From an optimization exercise on the open Yosys and OpenROAD flow, aimed at small area, a short achievable clock period and few clock cycles; shortcuts taken in it are not production practice.
The RTL was checked by simulation tests, not by an equivalence proof against the original design.
The clock port is modelled as an ideal driver, which makes a skipped or thinned clock tree look cheaper than it is; a real chip needs a root buffer or a tree.
Power figures rest on the tool's default switching activity, not on a simulated workload.

Setup of v30:
Design ME, start of the top module:
module ME(
    input clk,
    input rst_n,
    input block_valid,
    input area_valid,
    input [7:0] in_data,
    output logic out_valid,
    output logic signed [2:0] out_vector
);
make LEC_CHECK=0 ABC_AREA=1 ABC_CLOCK_PERIOD_IN_PS=2200 CAP_MARGIN=20 CORE_MARGIN=2 CORE_UTILIZATION=60 CTS_CLUSTER_DIAMETER=100 CTS_CLUSTER_SIZE=30 PLACE_DENSITY=0.75 SETUP_SLACK_MARGIN=3.35 SLEW_MARGIN=20 TNS_END_PERCENT=100 finish   # period 5.5 ns
run.sh (not shown) runs the stock make flow with config.mk's settings and CLKGATE_MAP_FILE= SYNTH_SCRIPT=/design/flow/synth_recipe.tcl, a recipe that flattens the netlist after the stock synthesis.
v30 completed every stage of the flow, and the final layout passed the timing, design-rule and antenna checks.
Testbench counts of v30, summed over its fixed seeds: cycles 43,008.
Setup changes, v30 to v32
- setting CELL_PAD_IN_SITES_DETAIL_PLACEMENT to 0 for the first time
- changing PLACE_DENSITY from 0.75 to 0.7
- setting CELL_PAD_IN_SITES_GLOBAL_PLACEMENT to 1 for the first time
Results
Maximum frequency was higher in the run labelled v32.
Sort v30 and v32 by worst relative slew slack asc -> top: v30
Compared with v30, in v32 setup slack shows an increase of 0.0070 ns, footprint of the multi-input gates shows a reduction of 120 um^2, sum of routed wire length over all layers shows an increase of about 0.8%.
Run comparison: v30 start point of the critical path out_vector[1]; v32 start point of the critical path adc[15]
Setup changes, v32 to v35
- CELL_PAD_IN_SITES_DETAIL_PLACEMENT no longer set, was 0
- SETUP_SLACK_MARGIN now 3.3, was 3.35
- CORE_UTILIZATION now 55, was 60
- CELL_PAD_IN_SITES_GLOBAL_PLACEMENT no longer set, was 1
- PLACE_DENSITY no longer set, was 0.7
### Flow results
Re multi-input logic portion of the cell area: v35 is 0.41 points down on v32.
Number of signal-net buffers in the layout: v35 vs v32 up 1
Between v35 and v32, the difference in met2 wirelength from detailed routing is negligible.
v35 vs. v32: ratio of final minimum period to clock period now larger; number of cells on the critical path saw a decrease.


Setup of job 7660:
The RTL this note starts from:
==> flow/design.v <==
module ME(
    input clk,
    input rst_n,
    input block_valid,
    input area_valid,
    input [7:0] in_data,
    output logic out_valid,
    output logic signed [2:0] out_vector
);
logic [7:0] pix [0:12];
always_ff @(posedge clk) begin
    pix[0] <= in_data;
    for (int d = 1; d < 13; d++) pix[d] <= pix[d-1];
end
logic bv;
always_ff @(posedge clk) bv <= block_valid;
logic [7:0] nblk [0:15];
always_ff @(posedge clk)
    if (bv) begin
        for (int k = 0; k < 15; k++) nblk[k] <= nblk[k+1];
        nblk[15] <= ~pix[0];
    end
logic [7:0] adv [0:15];
logic       adc [0:15];
always_ff @(posedge clk)
    for (int k = 0; k < 16; k++)
        {adc[k], adv[k]} <= {1'b0, pix[12 - 4*(k/4)]} + {1'b0, nblk[k]};
logic [3:0] pd0 [0:15];
logic [3:0] pd1 [0:15];
logic [3:0] pd2 [0:15];
logic       kc1 [0:15];
logic       kc2 [0:15];
function automatic [3:0] topmask(input integer s);
    integer m, k;
    m = (255 * (s + 1)) >> 8;
    k = 0;
    while (k < m) k = 2 * k + 1;
    topmask = k;
endfunction
always_ff @(posedge clk)
    for (int s = 0; s < 16; s++) begin
        logic [11:0] t;
        logic [4:0] q0;
        logic [4:0] q1;
        logic [4:0] q2;
        t = {4'd0, adv[s] ^ {8{~adc[s]}}};
        q0 = {1'b0, (s == 0 ? 4'd0 : pd0[s-1])} + {1'b0, t[3:0]} + {4'd0, adc[s]};
        q1 = {1'b0, (s == 0 ? 4'd0 : pd1[s-1])} + {1'b0, t[7:4]} + {4'd0, (s == 0 ? 1'b0 : kc1[s-1])};
        q2 = {1'b0, (s == 0 ? 4'd0 : pd2[s-1])} + {1'b0, t[11:8]} + {4'd0, (s == 0 ? 1'b0 : kc2[s-1])};
        pd0[s] <= q0[3:0];
        kc1[s] <= q0[4];
        pd1[s] <= q1[3:0];
        kc2[s] <= q1[4];
        pd2[s] <= q2[3:0] & topmask(s);
    end
wire [11:0] sad_d = {pd2[15], pd1[15], pd0[15]};
wire [11:0] sad_k = {3'd0, kc2[15], 3'd0, kc1[15], 4'd0};
logic [11:0] sad;
always_ff @(posedge clk) sad <= sad_d + sad_k;
logic [5:0] idx;
logic v0, v1, v2, v3;
always_ff @(posedge clk, negedge rst_n)
    if (!rst_n) begin
        v0 <= 1'b0;
        v1 <= 1'b0;
        v2 <= 1'b0;
        v3 <= 1'b0;
    end else begin
        v0 <= area_valid;
        v1 <= v0;
        v2 <= v1;
        v3 <= v2;
    end
always_ff @(posedge clk)
    idx <= bv ? 6'd0 : idx + {5'd0, v3};
wire [2:0] cur_x = idx[2:0] - 3'd5;    
wire [2:0] cur_y = 3'd5 - idx[5:3];    
logic wok, wlast;
always_ff @(posedge clk) begin
    wok   <= v2 && (idx + {5'd0, v3}) >= 6'd27 && (idx[2:0] + {2'd0, v3}) >= 3'd3;
    wlast <= v2 && (idx + {5'd0, v3}) == 6'd63;
end
logic [11:0] nmlag, nprev;
logic        prev_ok, prev_better;
logic [2:0]  lag_x, lag_y, prev_x, prev_y;
wire better = wok && sad < ~nmlag && (!prev_ok || sad < ~nprev);
always_ff @(posedge clk) begin
    nprev       <= ~sad;
    prev_ok     <= wok;
    prev_better <= better;
    prev_x      <= cur_x;
    prev_y      <= cur_y;
    if (bv)
        nmlag <= 12'h000;    
    else if (prev_better) begin
        nmlag <= nprev;
        lag_x <= prev_x;
        lag_y <= prev_y;
    end
end
logic second;
always_ff @(posedge clk, negedge rst_n)
    if (!rst_n) begin
        out_valid  <= 1'b0;
        second     <= 1'b0;
        out_vector <= 3'd0;
    end else begin
        second    <= wlast;
        out_valid <= wlast || second;
        if (wlast)
            out_vector <= better ? cur_x : prev_better ? prev_x : lag_x;
        else if (second)
            out_vector <= prev_better ? prev_y : lag_y;
        else
            out_vector <= 3'd0;
    end
endmodule
Settings: LEC_CHECK=0, ABC_AREA=1, ABC_CLOCK_PERIOD_IN_PS=1900, CAP_MARGIN=20, CORE_MARGIN=2, CORE_UTILIZATION=60, SETUP_SLACK_MARGIN=3.6, SLEW_MARGIN=20, TNS_END_PERCENT=100; clock period 5.5 ns.
standard.sh (not shown) runs the stock make flow with config.mk's settings and CLKGATE_MAP_FILE= SYNTH_SCRIPT=/design/flow/synth_recipe.tcl, a recipe that flattens the netlist after the stock synthesis.
==> flow/flow/run.sh <==
#!/bin/bash
# The standard layout, except for clock tree synthesis: after placement
# flow/cts_manual.tcl builds the clock tree (see mcts.tcl), then the
# standard flow continues from it. Each step's output goes to its own log.
set -euo pipefail
here=$(pwd)
bash standard.sh place > make_place.log 2>&1
bash standard.sh run RUN_SCRIPT="$here/flow/cts_manual.tcl" RUN_LOG_NAME_STEM=4_1_cts_manual \
    MCTS_LEAVES=28 MCTS_ROOT=clkinv_16 MCTS_LEAF=clkinv_8 > make_cts.log 2>&1
bash standard.sh finish > make_finish.log 2>&1
==> flow/flow/cts_manual.tcl <==
# The CTS step of ORFS's cts.tcl, with a two-level clock tree built by
# mcts.tcl in place of TritonCTS: the clock port drives four root
# inverters, each root drives a group of leaf inverters, and each leaf
# drives a cluster of flip-flops. Every flip-flop sees two inversions.
utl::set_metrics_stage "cts__{}"
source $::env(SCRIPTS_DIR)/load.tcl
erase_non_stage_variables cts
load_design 3_place.odb 3_place.sdc

source [file join [file dirname [info script]] mcts.tcl]
set_dont_use $::env(DONT_USE_CELLS)
manual_cts $::env(MCTS_LEAVES) sky130_fd_sc_hd__$::env(MCTS_ROOT) sky130_fd_sc_hd__$::env(MCTS_LEAF) 4
set_propagated_clock [all_clocks]

log_cmd estimate_parasitics -placement
report_clock_latency
set_placement_padding -global \
  -left $::env(CELL_PAD_IN_SITES_DETAIL_PLACEMENT) \
  -right $::env(CELL_PAD_IN_SITES_DETAIL_PLACEMENT)
detailed_placement
log_cmd estimate_parasitics -placement

repair_timing_helper
detailed_placement
check_placement -verbose
report_clock_latency

report_metrics 4 "cts final"
orfs_write_db $::env(RESULTS_DIR)/4_1_cts.odb
orfs_write_sdc $::env(RESULTS_DIR)/4_cts.sdc
Other scripts of this flow, unchanged in this note and not shown: flow/flow/mcts.tcl
No stage failed in job 7660, and the final checks on the layout all came back clean.
Testbench counts of job 7660, summed over its fixed seeds: cycles 44,032.
For job 7957, these inputs were changed with respect to job 7660:
--- a/flow/flow/run.sh
+++ b/flow/flow/run.sh
@@ -7,4 +7,4 @@
 bash standard.sh place > make_place.log 2>&1
 bash standard.sh run RUN_SCRIPT="$here/flow/cts_manual.tcl" RUN_LOG_NAME_STEM=4_1_cts_manual \
-    MCTS_LEAVES=28 MCTS_ROOT=clkinv_16 MCTS_LEAF=clkinv_8 > make_cts.log 2>&1
+    MCTS_LEAVES=20 MCTS_ROOT=clkinv_16 MCTS_LEAF=clkinv_16 > make_cts.log 2>&1
 bash standard.sh finish > make_finish.log 2>&1
Diff job 7660 -> job 7957: peak supply drop increased by 0.025 mV relative to the old numbers; number of vias per cell after detailed routing closely matched the old numbers; global-route usage over all layers closely matched the old numbers; final-layout fill cell count decreased by about 0.7% relative to the old numbers; register share of total power decreased by 0.7 points relative to the old numbers.
Job 7957 vs job 7660 — met1 wire length climbed slightly
Re final non-filler cell area: job 7660 and job 7957 aren't equal, and the lower value belongs to job 7660.
Total power delta for job 7957 relative to job 7660: about 1.3% higher
What job 274 does differently from job 7957 at the input level:
- changing SETUP_SLACK_MARGIN from 3.6 to 3.75
- removing ABC_AREA (formerly 1)
--- a/flow/flow/run.sh
+++ b/flow/flow/run.sh
@@ -7,4 +7,4 @@
 bash standard.sh place > make_place.log 2>&1
 bash standard.sh run RUN_SCRIPT="$here/flow/cts_manual.tcl" RUN_LOG_NAME_STEM=4_1_cts_manual \
-    MCTS_LEAVES=20 MCTS_ROOT=clkinv_16 MCTS_LEAF=clkinv_16 > make_cts.log 2>&1
+    MCTS_LEAVES=24 MCTS_ROOT=clkinv_16 MCTS_LEAF=clkinv_8 > make_cts.log 2>&1
 bash standard.sh finish > make_finish.log 2>&1
==> comparison <==
Clock network fraction of total power: job 274 lower than job 7957. Job 274 vs job 7957 — maximum frequency dropped by a few percent. Taking job 7957 as 1.0, job 274 lands at 1.11 on met3 routed wirelength. Synthesized cell count: job 274 and job 7957 compared, lower one is job 274. Job 274 -> job 7957: remaining global-route overflow delta 0, exact match. Delta(sequential share of layout area, job 274 - job 7957) < 0. What job 7957 reported for total vias in the final route has to be multiplied by 0.947 to get the figure for job 274. Comparing job 274 and job 7957, the lower logic gate share of total power was measured on job 7957. Compared with job 7957, job 274 shows critical path depth lower by 1.
Changes in job 3245 relative to job 274:
- a change of SETUP_SLACK_MARGIN from 3.75 to 3.6
--- a/flow/flow/run.sh
+++ b/flow/flow/run.sh
@@ -5,5 +5,5 @@
 set -euo pipefail
 here=$(pwd)
-bash standard.sh place > make_place.log 2>&1
+bash standard.sh ADDER_MAP_FILE= place > make_place.log 2>&1
 bash standard.sh run RUN_SCRIPT="$here/flow/cts_manual.tcl" RUN_LOG_NAME_STEM=4_1_cts_manual \
     MCTS_LEAVES=24 MCTS_ROOT=clkinv_16 MCTS_LEAF=clkinv_8 > make_cts.log 2>&1
Findings:
Die area essentially unchanged between job 274 and job 3245. Register-to-register slack: job 3245 and job 274 compared, lower one is job 3245. Job 3245: cell count after synthesis higher than job 274. The higher proportion of cell area occupied by registers of job 3245 and job 274 is in job 274. Relative to job 274, number of placed cells counting well taps has increased by about 8% in job 3245. Summary of the comparison: fmax is lower in job 3245, relative to job 274. | worst setup slack | job 3245 vs job 274 | worse |.
In every run of this note, the design's own scripts or RTL, not TritonCTS, make the clock network.

[afterwards: timing with drivers on the ports]
No port has a modelled driver above. Below, the same layouts with a new extraction and two added sets of constraints. Step 1, drivers: a clkbuf_16 drives clk and a buf_2 each remaining input, both assumed. Step 2, shift: input delay + t, output delay - t, t = (earliest + latest rising clock arrival at the registers) / 2. This alone moves slack from input paths to output paths. a / b / c = ideal / step 1 / step 2; a / b = the first two.
run	shift t [ns]	setup slack, ns	hold WS [ns]	worst setup path at the end	slew at the worst register clock pin (ns)
v30	0.620	3.296 / 3.243 / 2.808	0.326 / 0.326 / 0.326	input to register	0.12 / 0.12
v32	0.635	3.303 / 3.262 / 2.808	0.326 / 0.326 / 0.326	input to register	0.12 / 0.12
v35	0.641	3.293 / 3.274 / 2.685	0.327 / 0.327 / 0.327	input to register	0.12 / 0.12
job 7660	0.449	3.644 / 3.455 / 3.644	0.303 / 0.304 / 0.304	register to register	0.10 / 0.10
job 7957	0.466	3.649 / 3.440 / 3.647	0.328 / 0.329 / 0.329	register to register	0.09 / 0.09
job 274	0.444	3.566 / 3.449 / 3.566	0.304 / 0.305 / 0.305	register to register	0.11 / 0.11
job 3245	0.448	3.211 / 3.211 / 3.211	0.316 / 0.316 / 0.316	register to register	0.11 / 0.11
After both steps setup and hold are still met in every run listed. For v35, which loses most, drivers alone change the setup slack by -0.019 ns; drivers and shift together by -0.608 ns.
